Context: an optimization exercise on an open-source flow, tuned for small area and a short achievable clock period. The choices shown serve that exercise and are no tape-out recipe.
At most, simulation tests tie the RTL to the original design; equivalence was not proved.
The RTL of run 6 was laid out without a check of its function.
Power is estimated from default activity; no workload was simulated.

==> flow/design.v <==
module valu (
	input	[6:0]	i_sh,		 
	input	[2:0]	i_st,		 
	input	[2:0]	i_ad,		 
	input			i_inv,		 
	input			i_sum,		 
	input			i_lx,		 
	input			i_ly,		 
	input			i_cmp,		 
	input			i_signed,	 
	input			i_shr,		 
	input			i_shl,		 
	input			i_sra,		 
	input	[63:0]	i_a,
	input	[63:0]	i_b,
	output	[63:0]	o_result
);
	wire	[63:0]	a = i_a;
	wire	[63:0]	b = i_b;
	genvar	i, c, k;
	function automatic bnd;
		input integer pos;
		input w8, t16, t32;
		begin
			if (pos % 64 == 0)		bnd = 1'b1;
			else if (pos % 32 == 0)	bnd = t32;
			else if (pos % 16 == 0)	bnd = t16;
			else					bnd = w8;
		end
	endfunction
	wire	[7:0]	lsb8;
	generate for (c = 0; c < 8; c = c + 1) begin : g_lsb
		assign lsb8[c] = bnd(8*c, i_ad[0], i_ad[1], i_ad[2]);
	end endgenerate
	wire	[63:0]	p = a ^ b;
	wire	[63:0]	g = a & b;
	wire	[63:0]	pm, gm;
	generate for (i = 0; i < 64; i = i + 1) begin : g_pg
		if (i % 8 == 0) begin
			assign gm[i] = lsb8[i/8] ? (g[i] | (p[i] & i_inv)) : g[i];
			assign pm[i] = lsb8[i/8] ? 1'b0 : p[i];
		end else begin
			assign gm[i] = g[i];
			assign pm[i] = p[i];
		end
	end endgenerate
	wire	[63:0]	pg [0:6];
	wire	[63:0]	gg [0:6];
	assign	pg[0] = pm;
	assign	gg[0] = gm;
	generate for (k = 0; k < 6; k = k + 1) begin : g_pre
		for (i = 0; i < 64; i = i + 1) begin : g_b
			if ((i >> k) & 1) begin
				assign gg[k+1][i] = gg[k][i] | (pg[k][i] & gg[k][((i >> k) << k) - 1]);
				assign pg[k+1][i] = pg[k][i] & pg[k][((i >> k) << k) - 1];
			end else begin
				assign gg[k+1][i] = gg[k][i];
				assign pg[k+1][i] = pg[k][i];
			end
		end
	end endgenerate
	wire	[63:0]	co = gg[6];
	wire	[63:0]	cin;
	generate for (i = 0; i < 64; i = i + 1) begin : g_cin
		if (i == 0)				assign cin[i] = i_inv;
		else if (i % 8 == 0)	assign cin[i] = lsb8[i/8] ? i_inv : co[i-1];
		else					assign cin[i] = co[i-1];
	end endgenerate
	wire	[63:0]	sum = p ^ cin;
	wire	[7:0]	cmpv;
	generate for (c = 0; c < 8; c = c + 1) begin : g_cmpv
		assign cmpv[c] = (i_signed ? p[8*c+7] : 1'b1) ^ co[8*c+7];
	end endgenerate
	wire	[7:0]	cmpl;
	generate for (c = 0; c < 8; c = c + 1) begin : g_cmpl
		assign cmpl[c] = i_ad[0] ? cmpv[c] : i_ad[1] ? cmpv[c | 1] : i_ad[2] ? cmpv[c | 3] : cmpv[7];
	end endgenerate
	wire	[5:0]	sel [0:7];
	generate for (c = 0; c < 8; c = c + 1) begin : g_sel
		for (k = 0; k < 6; k = k + 1) begin : g_k
			assign sel[c][k] =
				(k < 3 ? ((i_sh[0] & b[8*c+k]) | (i_sh[1] & b[8*(7-c)+k])) : 1'b0) |
				(k < 4 ? ((i_sh[2] & b[16*(c/2)+k]) | (i_sh[3] & b[16*((7-c)/2)+k])) : 1'b0) |
				(k < 5 ? ((i_sh[4] & b[32*(c/4)+k]) | (i_sh[5] & b[32*((7-c)/4)+k])) : 1'b0) |
				(i_sh[6] & b[k]);
		end
	end endgenerate
	wire	[7:0]	big, fill;
	generate for (c = 0; c < 8; c = c + 1) begin : g_big
		assign big[c] = i_st[0] ? (|b[8*c+3 +: 5]) :
						i_st[1] ? (|b[16*(c/2)+4 +: 12]) :
						i_st[2] ? (|b[32*(c/4)+5 +: 27]) :
						(i_sh[6] & (|b[63:6]));
		assign fill[c] = i_sra & (i_st[0] ? a[8*c+7] : i_st[1] ? a[16*(c/2)+15] :
								  i_st[2] ? a[32*(c/4)+31] : a[63]);
	end endgenerate
	function integer lvl;
		input integer i, k;
		integer q;
		begin
			lvl = 0;
			for (q = i + 1; q <= i + (1 << k); q = q + 1) begin
				if (q % 64 == 0)							lvl = 4;
				else if (q % 32 == 0 && k < 5 && lvl < 3)	lvl = 3;
				else if (q % 16 == 0 && k < 4 && lvl < 2)	lvl = 2;
				else if (q % 8 == 0 && k < 3 && lvl < 1)	lvl = 1;
			end
		end
	endfunction
	wire	[63:0]	x [0:6];
	assign	x[0] = a;
	generate for (k = 0; k < 6; k = k + 1) begin : g_sh
		for (i = 0; i < 64; i = i + 1) begin : g_b
			wire	src;
			wire	crs;
			if (lvl(i, k) == 4)			assign crs = 1'b1;
			else if (lvl(i, k) == 3)	assign crs = i_st[2];
			else if (lvl(i, k) == 2)	assign crs = i_st[1];
			else if (lvl(i, k) == 1)	assign crs = i_st[0];
			else						assign crs = 1'b0;
			if (i + (1 << k) >= 64)
				assign src = fill[i/8];
			else
				assign src = crs ? fill[i/8] : x[k][i + (1 << k)];
			assign x[k+1][i] = sel[i/8][k] ? src : x[k][i];
		end
	end endgenerate
	wire	[63:0]	shr = x[6];
	generate for (i = 0; i < 64; i = i + 1) begin : g_res
		wire	cmpbit = (i % 8 == 0) ? (lsb8[i/8] & cmpl[i/8]) : 1'b0;
		assign o_result[i] =
			(i_sum & sum[i]) |
			(i_lx & p[i]) |
			(i_ly & g[i]) |
			(i_cmp & cmpbit) |
			(i_shr & ~big[i/8] & shr[i]) |
			(i_shr & big[i/8] & fill[i/8]) |
			(i_shl & ~big[i/8] & shr[63-i]);
	end endgenerate
endmodule
module valu_top #(
	parameter	VLEN	=	64
) (
	input				clk,
	input	[10:0]		i_sew,
	input	[5:0]		i_ctrl,
	input	[VLEN-1:0]	i_dataa,
	input	[VLEN-1:0]	i_datab,
	output	[VLEN-1:0]	o_result
);
	wire	[63:0]	a, b;
	wire	[6:0]	sh;
	wire	[2:0]	st;
	wire	[2:0]	ad;
	wire			inv, sum, lx, ly, cmp, signd, shr, shl, sra;
	valu_dec dec (
		.i_sew		(i_sew),
		.i_ctrl		(i_ctrl),
		.i_dataa	(i_dataa),
		.i_datab	(i_datab),
		.o_a		(a),
		.o_b		(b),
		.o_sh		(sh),
		.o_st		(st),
		.o_ad		(ad),
		.o_inv		(inv),
		.o_sum		(sum),
		.o_lx		(lx),
		.o_ly		(ly),
		.o_cmp		(cmp),
		.o_signed	(signd),
		.o_shr		(shr),
		.o_shl		(shl),
		.o_sra		(sra)
	);
	reg		[63:0]	r_a, r_b;
	reg		[6:0]	r_sh;
	reg		[2:0]	r_st;
	reg		[2:0]	r_ad;
	reg				r_inv, r_sum, r_lx, r_ly, r_cmp, r_signed, r_shr, r_shl, r_sra;
	reg		[63:0]	r_result;
	wire	[63:0]	w_result;
	always @(posedge clk) begin
		r_a			<=	a;
		r_b			<=	b;
		r_sh		<=	sh;
		r_st		<=	st;
		r_ad		<=	ad;
		r_inv		<=	inv;
		r_sum		<=	sum;
		r_lx		<=	lx;
		r_ly		<=	ly;
		r_cmp		<=	cmp;
		r_signed	<=	signd;
		r_shr		<=	shr;
		r_shl		<=	shl;
		r_sra		<=	sra;
		r_result	<=	w_result;
	end
	valu valu (
		.i_sh		(r_sh),
		.i_st		(r_st),
		.i_ad		(r_ad),
		.i_inv		(r_inv),
		.i_sum		(r_sum),
		.i_lx		(r_lx),
		.i_ly		(r_ly),
		.i_cmp		(r_cmp),
		.i_signed	(r_signed),
		.i_shr		(r_shr),
		.i_shl		(r_shl),
		.i_sra		(r_sra),
		.i_a		(r_a),
		.i_b		(r_b),
		.o_result	(w_result)
	);
	assign	o_result	=	r_result;
endmodule
module valu_dec (
	input	[10:0]	i_sew,
	input	[5:0]	i_ctrl,
	input	[63:0]	i_dataa,
	input	[63:0]	i_datab,
	output	[63:0]	o_a,
	output	[63:0]	o_b,
	output	[6:0]	o_sh,		 
	output	[2:0]	o_st,		 
	output	[2:0]	o_ad,		 
	output			o_inv,		 
	output			o_sum,		 
	output			o_lx,		 
	output			o_ly,		 
	output			o_cmp,		 
	output			o_signed,	 
	output			o_shr,		 
	output			o_shl,		 
	output			o_sra		 
);
	localparam	VAND	=	6'b000100,
				VOR		=	6'b000101,
				VXOR	=	6'b000110,
				VADD	=	6'b000000,
				VSUB	=	6'b000001,
				VSLT	=	6'b000010,
				VSLTU	=	6'b000011,
				VSLL	=	6'b011000,
				VSRL	=	6'b011001,
				VSRA	=	6'b011010;
	wire	w8	=	(i_sew == 11'h008);
	wire	w16	=	(i_sew == 11'h010);
	wire	w32	=	(i_sew == 11'h020);
	wire	w64	=	(i_sew == 11'h040);
	wire	wok	=	w8 | w16 | w32 | w64;
	wire	c_and	=	(i_ctrl == VAND);
	wire	c_or	=	(i_ctrl == VOR);
	wire	c_xor	=	(i_ctrl == VXOR);
	wire	c_add	=	(i_ctrl == VADD);
	wire	c_sub	=	(i_ctrl == VSUB);
	wire	c_slt	=	(i_ctrl == VSLT);
	wire	c_sltu	=	(i_ctrl == VSLTU);
	wire	c_sll	=	(i_ctrl == VSLL);
	wire	c_srl	=	(i_ctrl == VSRL);
	wire	c_sra	=	(i_ctrl == VSRA);
	wire	c_inv	=	c_sub | c_slt | c_sltu;
	wire	c_any	=	c_and | c_or | c_xor | c_add | c_inv | c_sll | c_srl | c_sra;
	wire	d_arith	=	wok & (c_add | c_inv);
	wire	d_shift	=	wok & (c_sll | c_srl | c_sra);
	wire	d_pass	=	~(wok & c_any);
	genvar	i;
	generate for (i = 0; i < 64; i = i + 1) begin : g_a
		assign o_a[i] = c_sll ? i_dataa[63-i] : i_dataa[i];
	end endgenerate
	assign	o_b			=	i_datab ^ {64{c_inv}};
	assign	o_sh[0]		=	d_shift & w8 & ~c_sll;
	assign	o_sh[1]		=	d_shift & w8 & c_sll;
	assign	o_sh[2]		=	d_shift & w16 & ~c_sll;
	assign	o_sh[3]		=	d_shift & w16 & c_sll;
	assign	o_sh[4]		=	d_shift & w32 & ~c_sll;
	assign	o_sh[5]		=	d_shift & w32 & c_sll;
	assign	o_sh[6]		=	d_shift & w64;
	assign	o_st		=	{d_shift & (w8 | w16 | w32), d_shift & (w8 | w16), d_shift & w8};
	assign	o_ad		=	{d_arith & (w8 | w16 | w32), d_arith & (w8 | w16), d_arith & w8};
	assign	o_inv		=	wok & c_inv;
	assign	o_sum		=	wok & (c_add | c_sub);
	assign	o_lx		=	wok & (c_xor | c_or);
	assign	o_ly		=	wok & (c_and | c_or);
	assign	o_cmp		=	wok & (c_slt | c_sltu);
	assign	o_signed	=	c_slt;
	assign	o_shr		=	(wok & (c_srl | c_sra)) | (d_pass & ~c_sll);
	assign	o_shl		=	c_sll;
	assign	o_sra		=	wok & c_sra;
endmodule
==> flow/flow/run.sh <==
#!/bin/bash
set -euo pipefail
cd "$(dirname "$0")/.."
bash standard.sh SETUP_SLACK_MARGIN=6 \
	"BUFFER_PORTS_ARGS=-buffer_cell sky130_fd_sc_hd__buf_2" \
	finish > standard.log 2>&1
==> flow/standard.sh <==
#!/bin/bash
# synth_recipe.tcl (not shown) runs the flow's synth.tcl, then flattens the netlist and writes it again
# the make line also repeats each setting of config.mk as NAME=value (left out here)
make -C /OpenROAD-flow-scripts/flow DESIGN_CONFIG=/design/flow/config.mk WORK_HOME=/design/flow/orfs CLKGATE_MAP_FILE= SYNTH_SCRIPT=/design/flow/synth_recipe.tcl "${@:-finish}"
==> flow/config.mk <==
export PLATFORM = sky130hd
export DESIGN_NAME = valu_top
export DESIGN_NICKNAME = valu_top
export VERILOG_FILES = /design/flow/design.v
export SDC_FILE = /design/flow/constraint.sdc
export NUM_CORES = 8
export LEC_CHECK = 0
export ABC_AREA = 1
export CAP_MARGIN = 40
export CORE_MARGIN = 2
export CORE_UTILIZATION = 40
export PLACE_DENSITY = 0.5
export SLEW_MARGIN = 40
export SYNTH_HIERARCHICAL = 1
==> flow/constraint.sdc <==
create_clock -name core_clock -period 9.0 [get_ports {clk}]
set_input_delay 1.8000 -clock core_clock [delete_from_list [all_inputs] [get_ports {clk}]]
set_output_delay 1.8000 -clock core_clock [all_outputs]
set_load 0.01 [all_outputs]
==> results of run 1 <==
[timing repair]
action	CTS	global route
gates resized for setup	50	98
gates cloned	2	3
pin swaps	6	20
buffers inserted	11	28
endpoints found under the setup margin	95	101
[modules after synthesis (local to each module, per instance)]
module / flops+latches / copies in the design / area (um2)
valu_top: 214 / 1 / 4280
valu_dec: 0 / 1 / 1860
valu: 0 / 1 / 12700
[flip-flops by register name (all words and copies together) (netlist names)]
signal / cells
r_lx: 1
r_sh: 7
r_result: 64
r_ad: 3
r_st: 3
r_ly: 1
r_a: 64
r_sum: 1
r_b: 64
r_shl: 1
r_sra: 1
r_inv: 1
r_cmp: 1
r_signed: 1
r_shr: 1
[placed cells by master, fill, tap and decap left out, types with 10 or more instances in the layout]
cell       count
a21oi_1      119
buf_12        10
buf_2        210
buf_4         45
clkbuf_16     24
dfxtp_1      188
dfxtp_2       20
ha_1          64
inv_1        288
inv_2         37
nand2_1     1163
nand2_2       30
nand3_1      493
nand3_2       20
nand4_1       48
nor2_1       179
nor2_2        17
nor2_4        18
nor3_1        11
o211ai_1      29
o21ai_0      128
o21ai_1       41
o21ai_2       10
o22ai_1       28
xor2_1        53
xor2_2        12
[logic make-up after synthesis]
family	share of synthesized area
AO/OA/AOI/OAI	0.119
flip-flops	0.228
XOR/XNOR	0.0355
AND/OR/NAND/NOR	0.474
buffers and inverters	0.0975
adder cells (fa/ha/maj)	0.0469
[power by group]
part | internal [uW] | switching (uW)
sequential | 1010 | 111
combinational | 221 | 431
clock | 632 | 426
[through the flow]
stage / total power (uW) / utilization / std cells / hold WS [ns]
after global placement: 1720 / 0.435 / 3959 / 0.652
after floorplan: 1450 / - / 3225 / 0.539
after global routing: 2930 / 0.473 / 4043 / 0.718
after CTS: 2800 / 0.460 / 4012 / 0.667
after detailed placement: 1730 / 0.435 / 3959 / 0.661
final: 2830 / 0.473 / 4045 / 0.726
[per-layer routing]
layer	wire length (um)	up-vias	global-route usage	part of all wire
li1	-	10927	-	-
met3	11400	271	0.0921	0.11
met4	8190	6	0.270	0.080
met5	144	-	0	0.0014
met1	41700	10758	0.544	0.41
met2	40900	1435	0.583	0.40
[final cells by class]
cell class                 instances  area share
antenna                            2    0.000228
clock buffer                      29      0.0299
clock inverter                    11     0.00779
inverter                         333      0.0577
multi-input combinational       2578       0.597
sequential                       214       0.197
tap                              607      0.0345
timing repair buffer             271      0.0761
[worst max path at each step]
stage                                end  slack (ns)  depth (start not counted)
global placement          r_b[0]$_DFF_P_        5.24                          8
floorplan                 r_b[0]$_DFF_P_        6.21                          7
global route        r_result[17]$_DFF_P_        5.92                         20
detailed placement        r_b[0]$_DFF_P_        5.22                          8
finish              r_result[63]$_DFF_P_        6.00                         12
CTS                 r_result[54]$_DFF_P_        5.99                         15
[tightest hold or removal path, stage by stage, from the launching register on]
cell and delay [ns]:
dfxtp_1 0.39, nand2_1 0.11, nor2_1 0.05, nand2_1 0.06, nand3_1 0.07
==> notes.md, run 1 <==
outcome=no timing/DRC/antenna violations; Worst Path Arrival=3.37 ns; # fillers=5018; vias in the first global route=20819; post-DP HPWL=83200 um; Yosys top cell area share=0.237; Die Span X=221 um; Fin Setup TNS=0 ns; ys async rst share=0; Seq cells post-synth=214; Inserted Clock Buffers=23; Synth Area per Inst=5.83 um2; die area=48800 um2; Worst path max stage delay=0.49 ns; kind of critical path=flop to flop; CTS tree=built; max_slew headroom=0.379; Reg area=4330 um2; GRT Resource Usage Total=0.407; reg2reg path depth=12; Setup Skew=0.0327 ns; slack of the critical path=6.00 ns; Clock Path Buffers=3; Max Clk Rate=0.333 GHz; clk slew on worst S/H paths=0.06 ns; Primary FF master, synth=dfxtp_1; Hold EP=r_result[32]$_DFF_P_; worst r2r src=r_sh[1]$_DFF_P_; fin area=22000 um2; cell taking the most area after synthesis=nand2_1; 1st-iter DRT viols=3180; total clock sinks=214; CP max FO=13; crit path time final=3.00 ns; Area Overhead vs Synth=17.0%; Congestion Overflow GR=0; Critical Path Source Type=flop; HP Start=r_ad[2]$_DFF_P_; detailed-route via count=23397; site row count=79; Worst Hold Depth=4; Worst-Margin Slew=0.931 ns; Final Max Tran Viols=0; FF-to-FF End=r_result[63]$_DFF_P_; DR vias/cell=5.78; MaxCap Viol Count=0; syn_nets=3439; WP data required=9.37 ns; top post-synthesis cells by area=nand2_1 24%, dfxtp_1 23%, nand3_1 13%, inv_1 5.9%, ha_1 4.3%; Ports=210; most numerous cell in the Yosys netlist=nand2_1; share of cells above drive strength 1=0.158; worst skew pair latency=0.57 ns; first-pass GRT wire length=141000 um; initial antenna violation count=5; EDFF count, synth=0; final wirelength=102000 um; Setup crit start=r_sh[1]$_DFF_P_; crit-path cells=inv_2 > o21ai_1 > nand3b_4 > nand2_1 > o21ai_1 > nand2_1 > nand3_1 > nand3_1 > nand3_1 > nand3_1 > nand3_1 > nand3_1; Slowest cell on crit path=dfxtp_2; Placement Cell Area=20200 um2; Pwr per Cell Area=129 nW/um2; Buf+Inv Stages, Crit Path=1; CP dominant cell by count=nand3_1; r2r setup slk=6.00 ns; Post-Syn Area=18800 um2; Distinct cells, synth=63; RSZ-0062 raised after global routing=yes; CTS Root Cell=clkbuf_16; Setup-failing EPs final=0; Final ANT Viol Nets=0; drt drc=0; H-Tree Depth=1; Ys Warns=8; sequential-to-total area share from yosys stat=0.228; Core Area=46500 um2; Final period util=0.333; port bufs=209; Multi-input gate area=13100 um2; Die Span Y=221 um; gate count after technology mapping=3225; largest net degree at the start of global routing=70; Crit path max-delay family=simple AND/OR/NAND/NOR gates; final hold viol count=0; CTS Hold Bufs=0; pre-CTS setup slack=5.22 ns; WL/cell=25.3 um; VDD IR max=0.127 mV; first-pass iteration count of the detailed router=8; Static Leak=0.0117 uW; Synth top cells by count=1185 x nand2_1, 507 x nand3_1, 296 x inv_1, 214 x dfxtp_1, 189 x nor2_1; initial core utilization=0.405; # nets final=3635; routability cong.=1.03; worst min path class=flop to flop; type of destination of the critical path=flop
==> inputs of run 2 (changes only) <==
--- a/flow/design.v
+++ b/flow/design.v
@@ -1,5 +1,4 @@
 module valu (
-	input	[6:0]	i_sh,		 
 	input	[2:0]	i_st,		 
 	input	[2:0]	i_ad,		 
 	input			i_inv,		 
@@ -10,7 +9,6 @@
 	input			i_signed,	 
 	input			i_shr,		 
 	input			i_shl,		 
-	input			i_sra,		 
 	input	[63:0]	i_a,
 	input	[63:0]	i_b,
 	output	[63:0]	o_result
@@ -76,23 +74,17 @@
 		assign cmpl[c] = i_ad[0] ? cmpv[c] : i_ad[1] ? cmpv[c | 1] : i_ad[2] ? cmpv[c | 3] : cmpv[7];
 	end endgenerate
 	wire	[5:0]	sel [0:7];
+	wire	[7:0]	pbig, fill, big;
 	generate for (c = 0; c < 8; c = c + 1) begin : g_sel
-		for (k = 0; k < 6; k = k + 1) begin : g_k
-			assign sel[c][k] =
-				(k < 3 ? ((i_sh[0] & b[8*c+k]) | (i_sh[1] & b[8*(7-c)+k])) : 1'b0) |
-				(k < 4 ? ((i_sh[2] & b[16*(c/2)+k]) | (i_sh[3] & b[16*((7-c)/2)+k])) : 1'b0) |
-				(k < 5 ? ((i_sh[4] & b[32*(c/4)+k]) | (i_sh[5] & b[32*((7-c)/4)+k])) : 1'b0) |
-				(i_sh[6] & b[k]);
-		end
-	end endgenerate
-	wire	[7:0]	big, fill;
-	generate for (c = 0; c < 8; c = c + 1) begin : g_big
-		assign big[c] = i_st[0] ? (|b[8*c+3 +: 5]) :
-						i_st[1] ? (|b[16*(c/2)+4 +: 12]) :
-						i_st[2] ? (|b[32*(c/4)+5 +: 27]) :
-						(i_sh[6] & (|b[63:6]));
-		assign fill[c] = i_sra & (i_st[0] ? a[8*c+7] : i_st[1] ? a[16*(c/2)+15] :
-								  i_st[2] ? a[32*(c/4)+31] : a[63]);
+		assign sel[c] = b[8*c +: 6];
+		assign pbig[c] = b[8*c+6];
+		assign fill[c] = b[8*c+7];
+	end
+	for (c = 0; c < 8; c = c + 1) begin : g_big
+		assign big[c] = pbig[c] |
+						(~i_st[0] & pbig[c ^ 1]) |
+						(~i_st[1] & (pbig[c ^ 2] | pbig[c ^ 3])) |
+						(~i_st[2] & (pbig[c ^ 4] | pbig[c ^ 5] | pbig[c ^ 6] | pbig[c ^ 7]));
 	end endgenerate
 	function integer lvl;
 		input integer i, k;
@@ -149,10 +141,9 @@
 	output	[VLEN-1:0]	o_result
 );
 	wire	[63:0]	a, b;
-	wire	[6:0]	sh;
 	wire	[2:0]	st;
 	wire	[2:0]	ad;
-	wire			inv, sum, lx, ly, cmp, signd, shr, shl, sra;
+	wire			inv, sum, lx, ly, cmp, signd, shr, shl;
 	valu_dec dec (
 		.i_sew		(i_sew),
 		.i_ctrl		(i_ctrl),
@@ -160,7 +151,6 @@
 		.i_datab	(i_datab),
 		.o_a		(a),
 		.o_b		(b),
-		.o_sh		(sh),
 		.o_st		(st),
 		.o_ad		(ad),
 		.o_inv		(inv),
@@ -170,20 +160,17 @@
 		.o_cmp		(cmp),
 		.o_signed	(signd),
 		.o_shr		(shr),
-		.o_shl		(shl),
-		.o_sra		(sra)
+		.o_shl		(shl)
 	);
 	reg		[63:0]	r_a, r_b;
-	reg		[6:0]	r_sh;
 	reg		[2:0]	r_st;
 	reg		[2:0]	r_ad;
-	reg				r_inv, r_sum, r_lx, r_ly, r_cmp, r_signed, r_shr, r_shl, r_sra;
+	reg				r_inv, r_sum, r_lx, r_ly, r_cmp, r_signed, r_shr, r_shl;
 	reg		[63:0]	r_result;
 	wire	[63:0]	w_result;
 	always @(posedge clk) begin
 		r_a			<=	a;
 		r_b			<=	b;
-		r_sh		<=	sh;
 		r_st		<=	st;
 		r_ad		<=	ad;
 		r_inv		<=	inv;
@@ -194,11 +181,9 @@
 		r_signed	<=	signd;
 		r_shr		<=	shr;
 		r_shl		<=	shl;
-		r_sra		<=	sra;
 		r_result	<=	w_result;
 	end
 	valu valu (
-		.i_sh		(r_sh),
 		.i_st		(r_st),
 		.i_ad		(r_ad),
 		.i_inv		(r_inv),
@@ -209,7 +194,6 @@
 		.i_signed	(r_signed),
 		.i_shr		(r_shr),
 		.i_shl		(r_shl),
-		.i_sra		(r_sra),
 		.i_a		(r_a),
 		.i_b		(r_b),
 		.o_result	(w_result)
@@ -223,7 +207,6 @@
 	input	[63:0]	i_datab,
 	output	[63:0]	o_a,
 	output	[63:0]	o_b,
-	output	[6:0]	o_sh,		 
 	output	[2:0]	o_st,		 
 	output	[2:0]	o_ad,		 
 	output			o_inv,		 
@@ -233,8 +216,7 @@
 	output			o_cmp,		 
 	output			o_signed,	 
 	output			o_shr,		 
-	output			o_shl,		 
-	output			o_sra		 
+	output			o_shl		 
 );
 	localparam	VAND	=	6'b000100,
 				VOR		=	6'b000101,
@@ -266,18 +248,41 @@
 	wire	d_arith	=	wok & (c_add | c_inv);
 	wire	d_shift	=	wok & (c_sll | c_srl | c_sra);
 	wire	d_pass	=	~(wok & c_any);
-	genvar	i;
-	generate for (i = 0; i < 64; i = i + 1) begin : g_a
-		assign o_a[i] = c_sll ? i_dataa[63-i] : i_dataa[i];
-	end endgenerate
-	assign	o_b			=	i_datab ^ {64{c_inv}};
-	assign	o_sh[0]		=	d_shift & w8 & ~c_sll;
-	assign	o_sh[1]		=	d_shift & w8 & c_sll;
-	assign	o_sh[2]		=	d_shift & w16 & ~c_sll;
-	assign	o_sh[3]		=	d_shift & w16 & c_sll;
-	assign	o_sh[4]		=	d_shift & w32 & ~c_sll;
-	assign	o_sh[5]		=	d_shift & w32 & c_sll;
-	assign	o_sh[6]		=	d_shift & w64;
+	wire	d_ab	=	wok & (c_add | c_inv | c_and | c_or | c_xor);
+	wire	[6:0]	sh	=	{d_shift & w64,
+							 d_shift & w32 & c_sll, d_shift & w32 & ~c_sll,
+							 d_shift & w16 & c_sll, d_shift & w16 & ~c_sll,
+							 d_shift & w8 & c_sll, d_shift & w8 & ~c_sll};
+	wire	[63:0]	a	=	i_dataa;
+	wire	[63:0]	b	=	i_datab;
+	function automatic [7:0] amask;
+		input integer c;
+		input w8, w16, w32;
+		begin
+			if (w8)				amask = 8'h07;
+			else if (w16)		amask = (c % 2 == 0) ? 8'h0f : 8'h00;
+			else if (w32)		amask = (c % 4 == 0) ? 8'h1f : 8'h00;
+			else				amask = (c == 0) ? 8'h3f : 8'h00;
+		end
+	endfunction
+	genvar	i, c, k;
+	wire	[63:0]	shc;
+	generate for (c = 0; c < 8; c = c + 1) begin : g_shc
+		for (k = 0; k < 6; k = k + 1) begin : g_k
+			assign shc[8*c+k] =
+				(k < 3 ? ((sh[0] & b[8*c+k]) | (sh[1] & b[8*(7-c)+k])) : 1'b0) |
+				(k < 4 ? ((sh[2] & b[16*(c/2)+k]) | (sh[3] & b[16*((7-c)/2)+k])) : 1'b0) |
+				(k < 5 ? ((sh[4] & b[32*(c/4)+k]) | (sh[5] & b[32*((7-c)/4)+k])) : 1'b0) |
+				(sh[6] & b[k]);
+		end
+		assign shc[8*c+6] = d_shift & (|(b[8*c +: 8] & ~amask(c, w8, w16, w32)));
+		assign shc[8*c+7] = wok & c_sra & ((w8 & a[8*c+7]) | (w16 & a[16*(c/2)+15]) |
+										   (w32 & a[32*(c/4)+31]) | (w64 & a[63]));
+	end endgenerate
+	generate for (i = 0; i < 64; i = i + 1) begin : g_ab
+		assign o_a[i] = c_sll ? a[63-i] : a[i];
+	end endgenerate
+	assign	o_b			=	({64{d_ab}} & (b ^ {64{c_inv}})) | shc;
 	assign	o_st		=	{d_shift & (w8 | w16 | w32), d_shift & (w8 | w16), d_shift & w8};
 	assign	o_ad		=	{d_arith & (w8 | w16 | w32), d_arith & (w8 | w16), d_arith & w8};
 	assign	o_inv		=	wok & c_inv;
@@ -288,5 +293,4 @@
 	assign	o_signed	=	c_slt;
 	assign	o_shr		=	(wok & (c_srl | c_sra)) | (d_pass & ~c_sll);
 	assign	o_shl		=	c_sll;
-	assign	o_sra		=	wok & c_sra;
 endmodule
==> notes.md, run 2 <==
site row count=77 (-2.5%); post-DP HPWL=74200 um (-11%); port bufs=209 (unchanged); most common cell after layout, fill and taps aside=nand2_1; WL/cell=24.5 um (-3.1%); clk slew on worst S/H paths=0.07 ns (about the same); total clock sinks=206 (-3.7%); reg2reg path depth=15 (+3); Hold WS=0.659 ns (-0.0671 ns); Worst-Margin Slew=0.802 ns (-0.129 ns); WP data required=9.49 ns (+0.12 ns); Final ANT Viol Nets=0 (unchanged); # fillers=4747 (-5.4%); top post-synthesis cells by area=dfxtp_1 23%, nand2_1 20%, o21ai_0 9.7%, nand3_1 7.1%, inv_1 6.2%; Ports=210 (unchanged); Final Core Density=0.485 (+0.0117); initial antenna violation count=0 (-5); first-pass GRT wire length=131000 um (-7.3%); ys async rst share=0 (unchanged); Setup crit start=i_sew[1]; Setup crit end=r_b[11]$_DFF_P_; syn_nets=3193 (-7.2%); most numerous cell in the Yosys netlist=nand2_1; Ys Warns=9 (+1); sequential-to-total area share from yosys stat=0.232 (+0.00436); outcome=no timing/DRC/antenna violations; # nets final=3411 (-6.2%); Final period util=0.340 (+0.00625); Die Span X=215 um (-2.8%); Post-Syn Area=17800 um2 (-5.5%); 1st-iter DRT viols=2410 (-24%); Worst Hold Depth=2 (-2); final wirelength=93400 um (-8.8%); Stages on worst setup path=11 (-1); Pwr per Cell Area=113 nW/um2 (-12%); Crit path max-delay family=simple AND/OR/NAND/NOR gates; Max Clk Rate=0.327 GHz (-1.8%); initial core utilization=0.403 (-0.00135); CTS Hold Bufs=0 (unchanged); Die Span Y=215 um (-2.8%); vias in the first global route=20257 (-2.7%); HP Start=r_b[7]$_DFF_P_; FF-to-FF End=r_result[32]$_DFF_P_; Fin Setup TNS=0 ns (unchanged); Primary FF master, synth=dfxtp_1; Buf+Inv Stages, Crit Path=2 (+1); Congestion Overflow GR=0 (unchanged); H-Tree Depth=1 (unchanged); kind of critical path=primary input to flop; largest net degree at the start of global routing=68 (-2.9%); die area=46100 um2 (-5.4%); Setup Skew=0.0229 ns (-0.00977 ns); detailed-route via count=22315 (-4.6%); highest-count cells in the layout ignoring fill and taps=922 x nand2_1, 313 x o21ai_0, 283 x inv_1, 243 x nand3_1, 208 x buf_2; worst r2r src=r_b[3]$_DFF_P_; cell taking the most area after synthesis=dfxtp_1; CTS tree=built; worst min path class=flop to flop; Yosys top cell area share=0.232 (-0.00436); CTS Root Cell=clkbuf_16; Final Max Tran Viols=0 (unchanged); Synth Area per Inst=5.96 um2 (+2.3%); share of cells above drive strength 1=0.165 (+0.00627); MaxCap Viol Count=0 (unchanged); Area Overhead vs Synth=20.3%; first-pass iteration count of the detailed router=6 (-2); Worst Path Arrival=3.55 ns (+0.18 ns); r2r setup slk=5.99 ns (about the same); crit path time final=3.06 ns (+0.0563 ns); EDFF count, synth=0 (unchanged); Static Leak=0.0106 uW (-9.2%); Clock Path Buffers=3 (unchanged); Worst path max stage delay=0.30 ns (-0.19 ns); max_slew headroom=0.460 (+0.0810); type of destination of the critical path=flop; GRT Resource Usage Total=0.382 (-0.0252); RSZ-0062 raised after global routing=yes; crit-path cells=buf_2 > nor2_2 > nand2_2 > nor2_4 > nand2_4 > nand4_4 > nand3_4 > nand2_8 > inv_8 > or2_2 > nand3_1; gate count after technology mapping=2979 (-7.6%); Distinct cells, synth=58 (-7.9%); Synth top cells by count=953 x nand2_1, 344 x o21ai_0, 292 x inv_1, 253 x nand3_1, 206 x dfxtp_1; DR vias/cell=5.86 (+1.3%); Seq cells post-synth=206 (-3.7%); Setup-failing EPs final=0 (unchanged); drt drc=0 (unchanged); routability cong.=1.03 (+0.47%); VDD IR max=0.179 mV (+42%); worst skew pair latency=0.57 ns (about the same); Core Area=44000 um2 (-5.2%); final hold viol count=0 (unchanged); CP max FO=36 (+23); Slowest cell on crit path=or2_2; Regs by FF count=r_a x64, r_b x64, r_result x64; Inserted Clock Buffers=23 (unchanged); Critical Path Source Type=primary input
run 2: cell count changes after synthesis, moves of 16 or more:
| cell | previous run | this run |
|---|---|---|
| nand3_1 | 507 | 253 |
| nand2_1 | 1185 | 953 |
| o21ai_0 | 135 | 344 |
| o21ai_1 | 42 | 7 |
| a221oi_1 | 0 | 34 |
| inv_2 | 35 | 10 |
| o211ai_1 | 29 | 52 |
| or2_2 | 9 | 25 |
run 2: area by class of cell:
cell class,instances,area (um2),area share
Multi-Input combinational cell,2366,12600,0.591
Sequential cell,206,4170,0.195
Tap cell,592,741,0.0347
Inverter,319,1240,0.0582
Antenna cell,1,2.50,0.000117
Clock buffer,26,607,0.0284
Clock inverter,16,215,0.0101
Timing Repair Buffer,278,1740,0.0814
Timing Repair inverter,3,22.5,0.00105
run 2: stage by stage:
stage | area, um2 | setup slack, ns | total power, uW | cells
floorplan | 17800 | 5.91 | 1190 | 2979
global placement | 19200 | 4.34 | 1370 | 3695
detailed placement | 19200 | 4.50 | 1370 | 3697
CTS | 20600 | 6.00 | 2410 | 3769
global route | 21400 | 5.90 | 2500 | 3806
finish | 21400 | 5.94 | 2420 | 3807
run 2: tightest hold or removal path, stage by stage (launching register included):
cell     delay [ns]
dfxtp_2        0.37
nand3_1        0.12
nand3_1        0.10
run 2: what timing repair did:
item	CTS	global route
setup endpoints to repair	133	96
setup buffers	25	29
pin swaps	20	22
endpoints found under the hold margin	0	0
gates resized for setup	84	117
cloned	5	8
run 2: cell families (layout without fill, tap and decap cells):
logic type / count (synthesis) / in the layout / share of synthesized area
mux: 8 / 8 / 0.00451
flops: 206 / 206 / 0.232
fa+ha+maj: 68 / 68 / 0.0496
compound gates: 660 / 660 / 0.213
xor+xnor: 63 / 63 / 0.0311
other cells: 0 / 1 / 0
simple gates: 1559 / 1567 / 0.376
buf+inv: 415 / 642 / 0.0944
run 2: how the worst min path moves through the flow:
stage,endpoint,slack [ns]
5_1_grt,r_result[7]$_DFF_P_,0.68
3_3_place_gp,r_result[32]$_DFF_P_,0.67
6_report,r_result[7]$_DFF_P_,0.66
3_5_place_dp,r_result[32]$_DFF_P_,0.67
4_1_cts,r_result[32]$_DFF_P_,0.69
2_1_floorplan,r_result[32]$_DFF_P_,0.52
run 2: per-layer routing:
layer	up-vias	GRT usage	part of all wire
li1	10384	-	-
met1	10343	0.516	0.41
met2	1338	0.599	0.42
met3	250	0.0661	0.11
met4	0	0.161	0.058
met5	-	0	0
run 2: report_power, final:
part	total (uW)	switching [uW]	internal (uW)
Combinational	384	256	128
Sequential	990	42.9	947
Clock	1040	437	608
run 2: Yosys stat by module (local to each module, per instance):
module | area (um2) | times used | flops+latches | cells
valu | 10200 | 1 | 0 | 2078
valu_dec | 3460 | 1 | 0 | 695
valu_top | 4120 | 1 | 206 | 206
==> inputs of run 3 (changes only) <==
==> flow/flow/run.sh (replaced) <==
#!/bin/bash
set -euo pipefail
cd "$(dirname "$0")/.."
W=$PWD
export FLOW_SYNTH_TCL=$W/synth_recipe.tcl
export ABC_SCRIPT_FILE=$W/flow/abc_map.script
bash standard.sh SYNTH_SCRIPT=$W/flow/synth_wrap.tcl SETUP_SLACK_MARGIN=6 \
	"BUFFER_PORTS_ARGS=-buffer_cell sky130_fd_sc_hd__buf_2" \
	finish > standard.log 2>&1
==> flow/flow/abc_map.script (new file) <==
strash
dch
map -B 0.5
topo
stime -c
buffer -c
upsize -c
dnsize -c
stime -c
==> flow/flow/synth_wrap.tcl (new file) <==
# Synthesis = the standard synthesis script (synth_recipe.tcl), with one
# change: ABC maps the logic with the script in ABC_SCRIPT_FILE instead of
# ORFS's abc_area.script. Registers are not touched by ABC.
proc abc {args} {
  set i [lsearch -exact $args -script]
  if { $i >= 0 && [info exists ::env(ABC_SCRIPT_FILE)] } {
    lset args [expr { $i + 1 }] $::env(ABC_SCRIPT_FILE)
  }
  puts "abc (wrapped): $args"
  yosys abc {*}$args
}
source $::env(FLOW_SYNTH_TCL)
==> notes.md, run 3 <==
Synth top cells by count=731 x nand2_1, 303 x o21ai_0, 301 x inv_1, 206 x dfxtp_1, 194 x nor2_1; Final Core Density=0.478 (-0.00767); H-Tree Depth=1 (unchanged); diode count=0 (-1); first-pass GRT wire length=127000 um (-3.0%); total clock sinks=206 (unchanged); Die Span X=213 um (-0.57%); EDFF count, synth=0 (unchanged); final hold viol count=0 (unchanged); CTS Root Cell=clkbuf_16; 1st-iter DRT viols=2811 (+17%); Area Overhead vs Synth=17.5%; top post-synthesis cells by area=dfxtp_1 23%, nand2_1 16%, o21ai_0 8.6%, inv_1 6.4%, a21oi_1 5.4%; post-DP HPWL=72000 um (-3.0%); Congestion Overflow GR=0 (unchanged); crit-path cells=buf_4 > inv_1 > buf_8 > nand2_1 > nand3_1 > o21ai_0 > o21ai_1 > o21ai_0 > o21ai_1 > o21ai_0 > o21ai_1 > a21oi_1 > nand2_1; VDD IR max=0.123 mV (-32%); WP data required=9.50 ns (about the same); gate count after technology mapping=2834 (-4.9%); CTS Hold Bufs=0 (unchanged); initial core utilization=0.407 (+0.00323); worst skew pair latency=0.57 ns (about the same); initial antenna violation count=2 (+2); routability cong.=1.09 (+5.6%); Crit path max-delay family=compound AO/OA/AOI/OAI gates; first-pass iteration count of the detailed router=6 (unchanged); CTS tree=built; Ports=210 (unchanged); Buf+Inv Stages, Crit Path=3 (+1); Seq cells post-synth=206 (unchanged); Die Span Y=213 um (-0.57%); Setup Skew=0.0206 ns (-0.00232 ns); max_slew headroom=0.477 (+0.0175); detailed-route via count=21574 (-3.3%); # fillers=4659 (-1.9%); vias in the first global route=19419 (-4.1%); Pwr per Cell Area=115 nW/um2 (+1.7%); Distinct cells, synth=72 (+24%); GRT Resource Usage Total=0.382 (-0.000384); Ys Warns=9 (unchanged); Clock Path Buffers=3 (unchanged); highest-count cells in the layout ignoring fill and taps=726 x nand2_1, 297 x inv_1, 278 x o21ai_0, 209 x buf_2; syn_nets=3048 (-4.5%); Max Clk Rate=0.335 GHz (+2.3%); Critical Path Source Type=flop; Post-Syn Area=17600 um2 (-1.2%); most numerous cell in the Yosys netlist=nand2_1; WL/cell=24.6 um (+0.50%); crit path time final=2.99 ns (-0.0682 ns); RSZ-0062 raised after global routing=yes; die area=45600 um2 (-1.1%); Worst Path Arrival=3.48 ns (-0.07 ns); Core Area=43200 um2 (-1.9%); final wirelength=89200 um (-4.4%); ys async rst share=0 (unchanged); # nets final=3231 (-5.3%); Yosys top cell area share=0.235 (+0.00273); Primary FF master, synth=dfxtp_1; Static Leak=0.00983 uW (-7.6%); Multi-input gate area=12200 um2 (-3.8%); CP max FO=23 (-36%); Final period util=0.332 (-0.00757); most common cell after layout, fill and taps aside=nand2_1; Slowest cell on crit path=o21ai_1; drt drc=0 (unchanged); Setup-failing EPs final=0 (unchanged); share of cells above drive strength 1=0.151 (-0.0137); outcome=no timing/DRC/antenna violations; largest net degree at the start of global routing=69 (+1.5%); Inserted Clock Buffers=24 (+4.3%); Worst-Margin Slew=0.784 ns (-0.0178 ns); worst min path class=flop to flop; Regs by FF count=r_a x64, r_b x64, r_result x64; clk slew on worst S/H paths=0.07 ns (about the same); Worst path max stage delay=0.46 ns (+0.16 ns); MaxCap Viol Count=0 (unchanged); sequential-to-total area share from yosys stat=0.235 (+0.00273); port bufs=209 (unchanged); Reg area=4190 um2 (+0.69%); Fin Setup TNS=0 ns (unchanged); Final ANT Viol Nets=0 (unchanged); Synth Area per Inst=6.19 um2 (+3.9%); site row count=76 (-1.3%); kind of critical path=flop to flop; Final Max Tran Viols=0 (unchanged); DR vias/cell=5.96 (+1.7%); cell taking the most area after synthesis=dfxtp_1; type of destination of the critical path=flop
==> run 3: changes by cell type after synthesis, moves of 9 or more <==
cell      delta
clkinv_1    -11
a21oi_1     +51
inv_1        +9
a31oi_1     +15
clkbuf_1     +9
o21ai_1     +55
nand3_1     -75
nand2_2     -12
o21a_1      +14
o211ai_1    -13
nand2_1    -222
o21ai_0     -41
nand4_1     +37
==> run 3: report_power, final <==
part	switching (uW)	leakage [uW]	internal (uW)
sequential	37.0	0.00173	946
clock	419	0.000398	581
combinational	263	0.00770	128
total	719	0.00983	1660
==> run 3: path summary, 6_finish.rpt <==
kind / from / endpoint / slack (ns) / depth (start not counted)
worst max-delay path: r_st[0]$_DFF_P_ / r_result[58]$_DFF_P_ / 6.01 / 13
worst min register to register: r_b[7]$_DFF_P_ / r_result[1]$_DFF_P_ / 0.70 / 2
worst min-delay path: r_b[7]$_DFF_P_ / r_result[1]$_DFF_P_ / 0.70 / 2
worst max register to register: r_st[0]$_DFF_P_ / r_result[58]$_DFF_P_ / 6.01 / 13
==> run 3: area by class of cell <==
type | count | area share
Multi-Input combinational cell | 2216 | 0.589
Sequential cell | 206 | 0.203
Timing Repair Buffer | 254 | 0.0739
Inverter | 315 | 0.0586
Tap cell | 585 | 0.0355
Clock buffer | 34 | 0.0344
Clock inverter | 10 | 0.00479
==> run 3: metrics by stage <==
step           area, um2  instances  power [uW]  setup WS [ns]  hold WS, ns
2_1_floorplan      17600       2834        1180           5.99        0.489
3_3_place_gp       19000       3541        1370           4.51        0.700
3_5_place_dp       19000       3541        1370           4.41        0.686
4_1_cts            20200       3604        2370           5.96        0.687
5_1_grt            20600       3620        2450           5.97        0.698
6_report           20600       3620        2370           6.01        0.699
==> run 3: cell families after synthesis <==
kind of cell | share of synthesized area
AOI/OAI and AO/OA | 0.261
xor gates and xnor gates | 0.0344
adders and majority gates | 0.0502
buffers and inverters | 0.0947
DFF | 0.235
muxes | 0.00634
and+or+nand+nor | 0.319
==> run 3: Yosys stat by module, one instance, submodules excluded <==
module	flops+latches	copies in the design	cell area (um2)
valu	0	1	9940
valu_top	206	1	4120
valu_dec	0	1	3480
==> run 3: what timing repair did <==
action | in CTS | in global routing
pin swaps | 2 | 15
endpoints found under the setup margin | 162 | 108
cloned | 6 | 0
gates resized for setup | 53 | 88
buffers inserted | 13 | 15
==> run 3: metal layers <==
| layer | GRT usage | wire, um | vias to the layer above |
|---|---|---|---|
| met2 | 0.574 | 37500 | 1277 |
| met4 | 0.174 | 4460 | 0 |
| met5 | 0 | 0 | - |
| li1 | - | - | 10059 |
| met1 | 0.527 | 38100 | 9998 |
| met3 | 0.0722 | 9130 | 240 |
==> run 3: worst reg2reg max path, stage by stage, from the launching register on <==
cell and delay [ns]:
dfxtp_1 0.30, buf_4 0.22, inv_1 0.12, buf_8 0.22, nand2_1 0.10, nand3_1 0.06
o21ai_0 0.13, o21ai_1 0.21, o21ai_0 0.19, o21ai_1 0.46, o21ai_0 0.20, o21ai_1 0.44
a21oi_1 0.15, nand2_1 0.11
==> inputs of run 4 (changes only) <==
==> flow/flow/run.sh (replaced) <==
#!/bin/bash
set -euo pipefail
cd "$(dirname "$0")/.."
W=$PWD
export FLOW_SYNTH_TCL=$W/synth_recipe.tcl
export ABC_SCRIPT_FILE=$W/flow/abc_map.script
bash standard.sh SYNTH_SCRIPT=$W/flow/synth_wrap.tcl SETUP_SLACK_MARGIN=6 CTS_CLUSTER_SIZE=20 CTS_CLUSTER_DIAMETER=80 \
	"BUFFER_PORTS_ARGS=-buffer_cell sky130_fd_sc_hd__buf_2" \
	finish > standard.log 2>&1
==> notes.md, run 4 <==
outcome=no timing/DRC/antenna violations; Yosys top cell area share=0.235 (unchanged); post-synthesis simple-gate area fraction=0.319 (unchanged); HP Start=r_b[7]$_DFF_P_; Fin Setup TNS=0 ns (unchanged); clk slew on worst S/H paths=0.08 ns (about the same); # nets final=3228 (-0.093%); initial antenna violation count=2 (unchanged); # fillers=4679 (+0.43%); H-Tree Depth=1 (unchanged); Congestion Overflow GR=0 (unchanged); Setup crit start=i_sew[6]; routability cong.=1.09 (unchanged); diode count=0 (unchanged); Pwr per Cell Area=105 nW/um2 (-8.8%); post-synthesis compound-gate area fraction=0.261 (unchanged); CTS Root Cell=clkbuf_16; CTS tree=built; cell taking the most area after synthesis=dfxtp_1; Clock Path Buffers=3 (unchanged); r2r setup slk=6.04 ns (+0.03 ns); Setup Skew=0.0250 ns (+0.00438 ns); WL/cell=24.5 um (-0.45%); Distinct cells, synth=72 (unchanged); syn_nets=3048 (unchanged); port bufs=209 (unchanged); site row count=76 (unchanged); top post-synthesis cells by area=dfxtp_1 23%, nand2_1 16%, o21ai_0 8.6%, inv_1 6.4%, a21oi_1 5.4%; worst r2r src=r_st[0]$_DFF_P_; type of destination of the critical path=flop; reg2reg path depth=13 (unchanged); largest family of logic cells by synthesized area=simple AND/OR/NAND/NOR gates; gate count after technology mapping=2834 (unchanged); post-DP HPWL=72000 um (unchanged); Placement Cell Area=19000 um2 (unchanged); FF-to-FF End=r_result[8]$_DFF_P_; CP max FO=7 (-70%); sequential-to-total area share from yosys stat=0.235 (unchanged); highest-count cells in the layout ignoring fill and taps=725 x nand2_1, 298 x inv_1, 265 x o21ai_0, 209 x buf_2, 187 x a21oi_1; Worst Hold Depth=2 (unchanged); worst skew pair latency=0.53 ns (-0.04 ns); Die Span Y=213 um (unchanged); WP data required=9.43 ns (-0.07 ns); most numerous cell in the Yosys netlist=nand2_1; Multi-input gate area=12200 um2 (+0.20%); Static Leak=0.00969 uW (-1.4%); kind of critical path=primary input to flop; 1st-iter DRT viols=2712 (-3.5%); Ports=210 (unchanged); Worst Path Arrival=3.42 ns (-0.06 ns); crit path time final=2.99 ns (+0.00146 ns); pre-CTS setup slack=4.41 ns (unchanged); MaxCap Viol Count=0 (unchanged); ys async rst share=0 (unchanged); first-pass iteration count of the detailed router=6 (unchanged); DR vias/cell=5.98 (+0.31%); Regs by FF count=r_a x64, r_b x64, r_result x64; Area Overhead vs Synth=16.2%; max_slew headroom=0.474 (-0.00374); Die Span X=213 um (unchanged); Reg area=4190 um2 (about the same); multiplexer share of the synthesized area=0.00634 (unchanged); Inserted Clock Buffers=16 (-33%); RSZ-0062 raised after global routing=yes; share of cells above drive strength 1=0.153 (+0.00197); total clock sinks=206 (unchanged); final hold viol count=0 (unchanged); Seq cells post-synth=206 (unchanged); Synth top cells by count=731 x nand2_1, 303 x o21ai_0, 301 x inv_1, 206 x dfxtp_1, 194 x nor2_1; Final Core Density=0.472 (-0.00519); Primary FF master, synth=dfxtp_1; Worst-Margin Slew=0.789 ns (+0.00560 ns); first-pass GRT wire length=126000 um (-0.69%); crit-path cells=buf_2 > nor2_2 > nand3_1 > a21o_4 > nand3_4 > buf_4 > nand2_2 > inv_2 > nand2_1 > inv_1; most common cell after layout, fill and taps aside=nand2_1; Hold EP=r_result[1]$_DFF_P_; Post-Synth XOR/XNOR Area=0.0344 (unchanged); Post-Syn Area=17600 um2 (unchanged); VDD IR max=0.125 mV (+1.9%); adder-cell share of the synthesized area=0.0502 (unchanged); Ys Warns=9 (unchanged); die area=45600 um2 (unchanged); Max Clk Rate=0.334 GHz (about the same); vias in the first global route=19270 (-0.77%); Worst path max stage delay=0.28 ns (-0.18 ns); detailed-route via count=21563 (-0.051%); GRT Resource Usage Total=0.378 (-0.00326); initial core utilization=0.407 (unchanged); final wirelength=88500 um (-0.80%); Core Area=43200 um2 (unchanged); Setup-failing EPs final=0 (unchanged); Critical Path Source Type=primary input; Final period util=0.332 (about the same); Slowest cell on crit path=a21o_4; Synth Area per Inst=6.19 um2 (unchanged); fin area=20400 um2 (-1.1%); Final Max Tran Viols=0 (unchanged); EDFF count, synth=0 (unchanged); worst min path class=flop to flop; largest net degree at the start of global routing=69 (unchanged); Final ANT Viol Nets=0 (unchanged); slack of the critical path=6.01 ns (-0.00146 ns); drt drc=0 (unchanged); CTS Hold Bufs=0 (unchanged)
==> run 4: cell counts after synthesis <==
No cell type changed its count.
==> run 4: repair_timing <==
item,4_1_cts,5_1_grt
pin swaps,2,10
endpoints found under the hold margin,0,0
setup buffers,11,23
gates resized for setup,59,107
endpoints found under the setup margin,164,122
cloned,5,0
==> run 4: layer usage <==
metal | part of all wire | global-route usage | vias up
li1 | - | - | 10045
met1 | 0.43 | 0.529 | 10010
met2 | 0.42 | 0.573 | 1286
met3 | 0.11 | 0.0618 | 222
met4 | 0.048 | 0.163 | 0
met5 | 0 | 0 | -
==> run 4: power by group <==
part	switching, uW	internal [uW]
logic	262	129
clock network	371	398
registers	37.1	945
total	670	1470
==> run 4: kinds of logic after synthesis <==
group,Yosys count
AOI/OAI and AO/OA,779
xor gates and xnor gates,69
buffers and inverters,418
adders and majority gates,68
DFF,206
muxes,11
and+or+nand+nor,1283
==> run 4: cell type report <==
cell class                      count  share of cell area
Inverter                          315              0.0592
Sequential cell                   206               0.206
Clock buffer                       19              0.0222
Multi-Input combinational cell   2215               0.597
Timing Repair Buffer              260              0.0757
Tap cell                          585              0.0359
Clock inverter                      7             0.00436
==> run 4: Yosys stat by module, one instance, submodules excluded <==
module	area [um2]	flip-flops and latches	copies in the design	cells inside
valu_dec	3480	0	1	675
valu_top	4120	206	1	206
valu	9940	0	1	1953
==> run 4: critical path, delay by kind of cell <==
family          cells  cell delay (ns)
compound gates      1             0.28
buf+inv             4             0.62
simple gates        5             0.71
==> run 4: how the worst max path moves through the flow <==
stage                            to  slack [ns]  cells after the start
floorplan           r_b[32]$_DFF_P_        5.99                     10
global placement     r_b[8]$_DFF_P_        4.51                      8
detailed placement   r_b[0]$_DFF_P_        4.41                      8
CTS                 r_b[11]$_DFF_P_        5.97                     11
global route        r_b[18]$_DFF_P_        5.96                     10
finish                r_cmp$_DFF_P_        6.01                     10
==> run 4: stage by stage <==
| step | total power, uW | hold slack [ns] | cells |
|---|---|---|---|
| 2_1_floorplan | 1180 | 0.489 | 2834 |
| 3_3_place_gp | 1370 | 0.700 | 3541 |
| 3_5_place_dp | 1370 | 0.686 | 3541 |
| 4_1_cts | 2140 | 0.678 | 3583 |
| 5_1_grt | 2220 | 0.704 | 3607 |
| 6_report | 2140 | 0.692 | 3607 |
==> inputs of run 5 (changes only) <==
--- a/flow/flow/run.sh
+++ b/flow/flow/run.sh
@@ -1,4 +1,10 @@
 #!/bin/bash
+# Layout flow: the standard ORFS flow (standard.sh), with these changes:
+#  - synthesis is the standard synthesis script, except that ABC maps the
+#    logic with flow/abc_map.script (see flow/synth_wrap.tcl),
+#  - the port buffers are buf_2 cells instead of the default delay buffer,
+#  - clock tree sinks are clustered by 20 within 80 um (fewer leaf buffers).
+# make's output goes to standard.log; each ORFS step logs to orfs/logs/.
 set -euo pipefail
 cd "$(dirname "$0")/.."
 W=$PWD
==> notes.md, run 5 <==
Setup crit start=i_sew[6]; worst skew pair latency=0.53 ns (about the same); drt drc=0 (unchanged); Synth Area per Inst=6.19 um2 (unchanged); Inserted Clock Buffers=16 (unchanged); sequential-to-total area share from yosys stat=0.235 (unchanged); Ports=210 (unchanged); syn_nets=3048 (unchanged); Worst Hold Depth=2 (unchanged); gate count after technology mapping=2834 (unchanged); detailed-route via count=21563 (unchanged); most numerous cell in the Yosys netlist=nand2_1; worst min path class=flop to flop; Max Clk Rate=0.334 GHz (unchanged); Static Leak=0.00969 uW (unchanged); kind of critical path=primary input to flop; Worst path max stage delay=0.28 ns (about the same); Regs by FF count=r_a x64, r_b x64, r_result x64; HP Start=r_b[7]$_DFF_P_; first-pass iteration count of the detailed router=6 (unchanged); Clock Path Buffers=3 (unchanged); share of cells above drive strength 1=0.153 (unchanged); RSZ-0062 raised after global routing=yes; most common cell after layout, fill and taps aside=nand2_1; VDD IR max=0.125 mV (unchanged); Die Span Y=213 um (unchanged); Final ANT Viol Nets=0 (unchanged); post-DP HPWL=72000 um (unchanged); Congestion Overflow GR=0 (unchanged); final wirelength=88500 um (unchanged); Yosys top cell area share=0.235 (unchanged); r2r setup slk=6.04 ns (about the same); Fin Setup TNS=0 ns (unchanged); EDFF count, synth=0 (unchanged); WP data required=9.43 ns (about the same); diode count=0 (unchanged); H-Tree Depth=1 (unchanged); initial core utilization=0.407 (unchanged); vias in the first global route=19270 (unchanged); WL/cell=24.5 um (unchanged); worst r2r src=r_st[0]$_DFF_P_; die area=45600 um2 (unchanged); CTS Hold Bufs=0 (unchanged); cell taking the most area after synthesis=dfxtp_1; ys async rst share=0 (unchanged); # nets final=3228 (unchanged); crit path time final=2.99 ns (unchanged); outcome=no timing/DRC/antenna violations; CTS tree=built; Final period util=0.332 (unchanged); Area Overhead vs Synth=16.2% (unchanged); Worst Path Arrival=3.42 ns (about the same); slack of the critical path=6.01 ns (unchanged); Die Span X=213 um (unchanged); top post-synthesis cells by area=dfxtp_1 23%, nand2_1 16%, o21ai_0 8.6%, inv_1 6.4%, a21oi_1 5.4%; total clock sinks=206 (unchanged); DR vias/cell=5.98 (unchanged); 1st-iter DRT viols=2712 (unchanged); Ys Warns=9 (unchanged); Post-Syn Area=17600 um2 (unchanged); final hold viol count=0 (unchanged); Seq cells post-synth=206 (unchanged); Final Max Tran Viols=0 (unchanged); crit-path cells=buf_2 > nor2_2 > nand3_1 > a21o_4 > nand3_4 > buf_4 > nand2_2 > inv_2 > nand2_1 > inv_1; max_slew headroom=0.474 (unchanged); Distinct cells, synth=72 (unchanged); Core Area=43200 um2 (unchanged); port bufs=209 (unchanged); CP max FO=7 (unchanged); Setup crit end=r_cmp$_DFF_P_; clk slew on worst S/H paths=0.08 ns (about the same); Setup-failing EPs final=0 (unchanged); largest net degree at the start of global routing=69 (unchanged); Synth top cells by count=731 x nand2_1, 303 x o21ai_0, 301 x inv_1, 206 x dfxtp_1, 194 x nor2_1; FF-to-FF End=r_result[8]$_DFF_P_; initial antenna violation count=2 (unchanged); MaxCap Viol Count=0 (unchanged); routability cong.=1.09 (unchanged); CTS Root Cell=clkbuf_16; Setup Skew=0.0250 ns (unchanged); Slowest cell on crit path=a21o_4; reg2reg path depth=13 (unchanged); site row count=76 (unchanged); Primary FF master, synth=dfxtp_1; # fillers=4679 (unchanged); Pwr per Cell Area=105 nW/um2 (unchanged); first-pass GRT wire length=126000 um (unchanged); pre-CTS setup slack=4.41 ns (unchanged); Worst-Margin Slew=0.789 ns (unchanged); GRT Resource Usage Total=0.378 (unchanged); highest-count cells in the layout ignoring fill and taps=725 x nand2_1, 298 x inv_1, 265 x o21ai_0, 209 x buf_2, 187 x a21oi_1; Critical Path Source Type=primary input; type of destination of the critical path=flop
[run 5: cell counts in the layout (fill, tap and decap cells not counted)]
Identical to the previous run, type by type.
[run 5: per-layer routing]
layer / vias to the layer above / global-route usage / routed length (um)
li1: 10045 / - / -
met1: 10010 / 0.529 / 37600
met2: 1286 / 0.573 / 37400
met3: 222 / 0.0618 / 9300
met4: 0 / 0.163 / 4230
met5: - / 0 / 0
[run 5: area by class of cell]
type | instances | area, um2 | share of cell area
clock inverters | 7 | 88.8 | 0.00436
inverters | 315 | 1210 | 0.0592
clock buffers | 19 | 453 | 0.0222
repair buffers | 260 | 1540 | 0.0757
well taps | 585 | 732 | 0.0359
multi-input cells | 2215 | 12200 | 0.597
flip-flops and latches | 206 | 4190 | 0.206
[run 5: through the flow]
step | util | power, uW | hold slack (ns) | instance area [um2] | instances
2_1_floorplan | - | 1180 | 0.489 | 17600 | 2834
3_3_place_gp | 0.441 | 1370 | 0.700 | 19000 | 3541
3_5_place_dp | 0.441 | 1370 | 0.686 | 19000 | 3541
4_1_cts | 0.462 | 2140 | 0.678 | 20000 | 3583
5_1_grt | 0.472 | 2220 | 0.704 | 20400 | 3607
6_report | 0.472 | 2140 | 0.692 | 20400 | 3607
[run 5: per-module statistics from Yosys (local to each module, per instance)]
module	flops+latches	times used	area [um2]	cells inside
valu	0	1	9940	1953
valu_dec	0	1	3480	675
valu_top	206	1	4120	206
[run 5: kinds of logic (layout without fill, tap and decap cells)]
family                     count (synthesis)  in the layout  share of synthesized area
muxes                                     11             11                    0.00634
adders and majority gates                 68             68                     0.0502
and+or+nand+nor                         1283           1288                      0.319
xor gates and xnor gates                  69             69                     0.0344
AOI/OAI and AO/OA                        779            779                      0.261
buffers and inverters                    418            601                     0.0947
DFF                                      206            206                      0.235
[run 5: where the power goes]
group          switching, uW  internal [uW]  leakage [uW]
clock network            371            398      0.000265
registers               37.1            945       0.00173
logic                    262            129       0.00770
total                    670           1470       0.00969
[run 5: critical path, delay by kind of cell]
kind / cells / cell delay (ns)
compound gates: 1 / 0.28
simple gates: 5 / 0.71
buf+inv: 4 / 0.62
[run 5: worst min path at each step]
stage,end,slack [ns]
6_report,r_result[1]$_DFF_P_,0.69
5_1_grt,r_result[1]$_DFF_P_,0.70
4_1_cts,r_result[32]$_DFF_P_,0.68
3_5_place_dp,r_result[32]$_DFF_P_,0.69
3_3_place_gp,r_result[32]$_DFF_P_,0.70
2_1_floorplan,r_result[32]$_DFF_P_,0.49
[run 5: timing repair]
action / 4_1_cts / 5_1_grt
gates cloned: 5 / 0
resized for setup: 59 / 107
pin swaps: 2 / 10
setup endpoints to repair: 164 / 122
hold endpoints to repair: 0 / 0
buffers inserted: 11 / 23
==> inputs of run 6 (changes only) <==
--- a/flow/design.v
+++ b/flow/design.v
@@ -249,12 +249,16 @@
 	wire	d_shift	=	wok & (c_sll | c_srl | c_sra);
 	wire	d_pass	=	~(wok & c_any);
 	wire	d_ab	=	wok & (c_add | c_inv | c_and | c_or | c_xor);
-	wire	[6:0]	sh	=	{d_shift & w64,
-							 d_shift & w32 & c_sll, d_shift & w32 & ~c_sll,
-							 d_shift & w16 & c_sll, d_shift & w16 & ~c_sll,
-							 d_shift & w8 & c_sll, d_shift & w8 & ~c_sll};
 	wire	[63:0]	a	=	i_dataa;
 	wire	[63:0]	b	=	i_datab;
+	wire	p8	=	i_sew[3];
+	wire	p16	=	i_sew[4];
+	wire	p32	=	i_sew[5];
+	wire	p64	=	i_sew[6];
+	wire	[6:0]	sh	=	{p64,
+							 p32 & c_sll, p32 & ~c_sll,
+							 p16 & c_sll, p16 & ~c_sll,
+							 p8 & c_sll, p8 & ~c_sll};
 	function automatic [7:0] amask;
 		input integer c;
 		input w8, w16, w32;
@@ -275,14 +279,14 @@
 				(k < 5 ? ((sh[4] & b[32*(c/4)+k]) | (sh[5] & b[32*((7-c)/4)+k])) : 1'b0) |
 				(sh[6] & b[k]);
 		end
-		assign shc[8*c+6] = d_shift & (|(b[8*c +: 8] & ~amask(c, w8, w16, w32)));
-		assign shc[8*c+7] = wok & c_sra & ((w8 & a[8*c+7]) | (w16 & a[16*(c/2)+15]) |
-										   (w32 & a[32*(c/4)+31]) | (w64 & a[63]));
+		assign shc[8*c+6] = |(b[8*c +: 8] & ~amask(c, p8, p16, p32));
+		assign shc[8*c+7] = c_sra & ((p8 & a[8*c+7]) | (p16 & a[16*(c/2)+15]) |
+									 (p32 & a[32*(c/4)+31]) | (p64 & a[63]));
 	end endgenerate
 	generate for (i = 0; i < 64; i = i + 1) begin : g_ab
 		assign o_a[i] = c_sll ? a[63-i] : a[i];
 	end endgenerate
-	assign	o_b			=	({64{d_ab}} & (b ^ {64{c_inv}})) | shc;
+	assign	o_b			=	({64{d_ab}} & (b ^ {64{c_inv}})) | ({64{d_shift}} & shc);
 	assign	o_st		=	{d_shift & (w8 | w16 | w32), d_shift & (w8 | w16), d_shift & w8};
 	assign	o_ad		=	{d_arith & (w8 | w16 | w32), d_arith & (w8 | w16), d_arith & w8};
 	assign	o_inv		=	wok & c_inv;
==> notes.md, run 6 <==
max layer used=met4; gate count after technology mapping=2887 (+1.9%); outcome=no timing/DRC/antenna violations; Regs by FF count=r_a x64, r_b x64, r_result x64; Worst-Margin Slew=0.843 ns (+0.0533 ns); total clock sinks=206 (unchanged); kind of critical path=flop to flop; max_slew headroom=0.432 (-0.0415); Setup Skew=0.0172 ns (-0.00781 ns); CTS Root Cell=clkbuf_16; # fillers=4796 (+2.5%); Critical Path Source Type=flop; Core Area=44100 um2 (+2.2%); Synth Area per Inst=6.19 um2 (about the same); r2r setup slk=5.97 ns (-0.07 ns); HP Start=r_ad[2]$_DFF_P_; first-pass GRT wire length=132000 um (+4.3%); Pwr per Cell Area=109 nW/um2 (+3.9%); MaxCap Viol Count=0 (unchanged); # nets final=3251 (+0.71%); initial core utilization=0.405 (-0.00144); WP data required=9.41 ns (-0.02 ns); final wirelength=92900 um (+4.9%); worst r2r src=r_st[1]$_DFF_P_; ys async rst share=0 (unchanged); DR vias/cell=5.99 (+0.20%); initial antenna violation count=0 (-2); most numerous cell in the Yosys netlist=nand2_1; Max Clk Rate=0.330 GHz (-1.3%); met3 wire len=9080 um (-2.3%); dpl cells=3574 (+0.93%); pre-CTS setup slack=4.65 ns (+0.233 ns); vias in the first global route=19720 (+2.3%); Clock Path Buffers=3 (unchanged); port bufs=209 (unchanged); routability cong.=1.06 (-2.7%); Inserted Clock Buffers=17 (+1); site row count=77 (+1.3%); Primary FF master, synth=dfxtp_1; Worst Path Arrival=3.44 ns (+0.02 ns); sequential-to-total area share from yosys stat=0.231 (-0.00426); reg2reg path depth=12 (-1); worst skew pair latency=0.55 ns (+0.02 ns); clk slew on worst S/H paths=0.08 ns (about the same); Fin Setup TNS=0 ns (unchanged); crit path time final=3.03 ns (+0.0401 ns); FF-to-FF End=r_result[30]$_DFF_P_; cell taking the most area after synthesis=dfxtp_1; Static Leak=0.00957 uW (-1.2%); Distinct cells, synth=74 (+2.8%); share of cells above drive strength 1=0.144 (-0.00876); VDD IR max=0.130 mV (+3.9%); most common cell after layout, fill and taps aside=nand2_1; Ys Warns=9 (unchanged); Reg area=4200 um2 (+0.27%); CTS Hold Bufs=0 (unchanged); Non-Filler Instances=3638 (+0.86%); diode count=0 (unchanged); WL/cell=25.5 um (+4.0%); CTS tree=built; Seq cells post-synth=206 (unchanged); syn_nets=3101 (+1.7%); Setup-failing EPs final=0 (unchanged); H-Tree Depth=1 (unchanged); worst min path class=flop to flop; die area=46400 um2 (+1.8%); drt drc=0 (unchanged); Final period util=0.337 (+0.00445); highest-count cells in the layout ignoring fill and taps=716 x nand2_1, 304 x nand3_1, 269 x inv_1, 253 x o21ai_0, 206 x buf_2; Synth top cells by count=721 x nand2_1, 309 x nand3_1, 274 x o21ai_0, 273 x inv_1, 206 x dfxtp_1; slack of the critical path=5.97 ns (-0.0401 ns)
-- run 6: cell families (layout without fill, tap and decap cells) --
logic type / count (synthesis) / count (layout) / synth area share
simple gates: 1383 / 1389 / 0.342
compound gates: 738 / 738 / 0.240
buf+inv: 412 / 565 / 0.0974
flops: 206 / 206 / 0.231
xor+xnor: 69 / 69 / 0.0338
fa+ha+maj: 68 / 68 / 0.0493
mux: 11 / 11 / 0.00623
-- run 6: report_power, final --
group / switching (uW) / total [uW] / internal (uW)
Combinational: 298 / 442 / 145
Sequential: 38.1 / 982 / 944
Clock: 406 / 798 / 392
Total: 741 / 2220 / 1480
-- run 6: how the worst min path moves through the flow --
stage                                      end  slack (ns)  cells after the start
final                     r_result[32]$_DFF_P_        0.67                      2
after global placement    r_result[32]$_DFF_P_        0.65                      2
after floorplan           r_result[32]$_DFF_P_        0.49                      2
after global routing      r_result[32]$_DFF_P_        0.68                      2
after detailed placement  r_result[32]$_DFF_P_        0.66                      2
after CTS                 r_result[32]$_DFF_P_        0.65                      2
-- run 6: per-layer routing --
metal | global-route usage | vias to the layer above
met5 | 0 | -
met3 | 0.0623 | 245
met1 | 0.513 | 10072
met2 | 0.595 | 1305
met4 | 0.203 | 0
li1 | - | 10170
-- run 6: layout make-up --
class                   count  area share
repair buffers            251      0.0726
multi-input cells        2275       0.603
well taps                 592      0.0364
repair inverters            1    0.000369
clock buffers              18      0.0211
clock inverters            10     0.00639
inverters                 285      0.0534
flip-flops and latches    206       0.207
-- run 6: worst max-delay path, stage by stage, from the launching register on --
cell and delay [ns]:
dfxtp_1 0.34, buf_4 0.27, inv_2 0.24, nand2_1 0.11, a31oi_1 0.09, nand2_1 0.07
o21ai_0 0.11, o21ai_0 0.42, mux2i_1 0.25, mux2i_1 0.44, o21ai_0 0.25, a21oi_1 0.18
nand3_1 0.12
-- run 6: timing repair --
item | CTS | global route
resized for setup | 56 | 73
setup endpoints to repair | 180 | 118
setup buffers | 11 | 17
gates cloned | 7 | 1
hold endpoints to repair | 0 | 0
pin swaps | 4 | 8
-- run 6: per-module statistics from Yosys (local to each module, per instance) --
module	cells inside	flops+latches	times used	cell area, um2
valu	1953	0	1	9940
valu_top	206	206	1	4120
valu_dec	728	0	1	3810
-- run 6: metrics by stage --
stage / cell area [um2] / hold WS [ns]
2_1_floorplan: 17900 / 0.489
3_3_place_gp: 19100 / 0.652
3_5_place_dp: 19100 / 0.658
4_1_cts: 20000 / 0.653
5_1_grt: 20400 / 0.684
6_report: 20400 / 0.672

## port drivers added, routing unchanged
Ports are ideal in the flow. The routed layouts listed here were re-timed in OpenROAD. Step 1 assumes that a clkbuf_16 drives the clock port and a buf_2 every other input. Step 2, shift: input delay + t, output delay - t, t = (earliest + latest rising clock arrival at the registers) / 2. This alone moves slack from input paths to output paths. Slacks: no drivers / after step 1 / after step 2; pairs: no drivers / after step 1.
run	shift t [ns]	setup WS [ns]
run 1	0.613	6.000 / 5.994 / 5.563
run 2	0.619	5.943 / 5.984 / 5.365
run 3	0.622	6.012 / 6.012 / 5.461
run 4	0.577	6.010 / 6.037 / 5.472
run 5	0.577	6.010 / 6.037 / 5.472
run 6	0.607	5.970 / 5.970 / 5.516
After both steps every run listed still meets setup and hold.
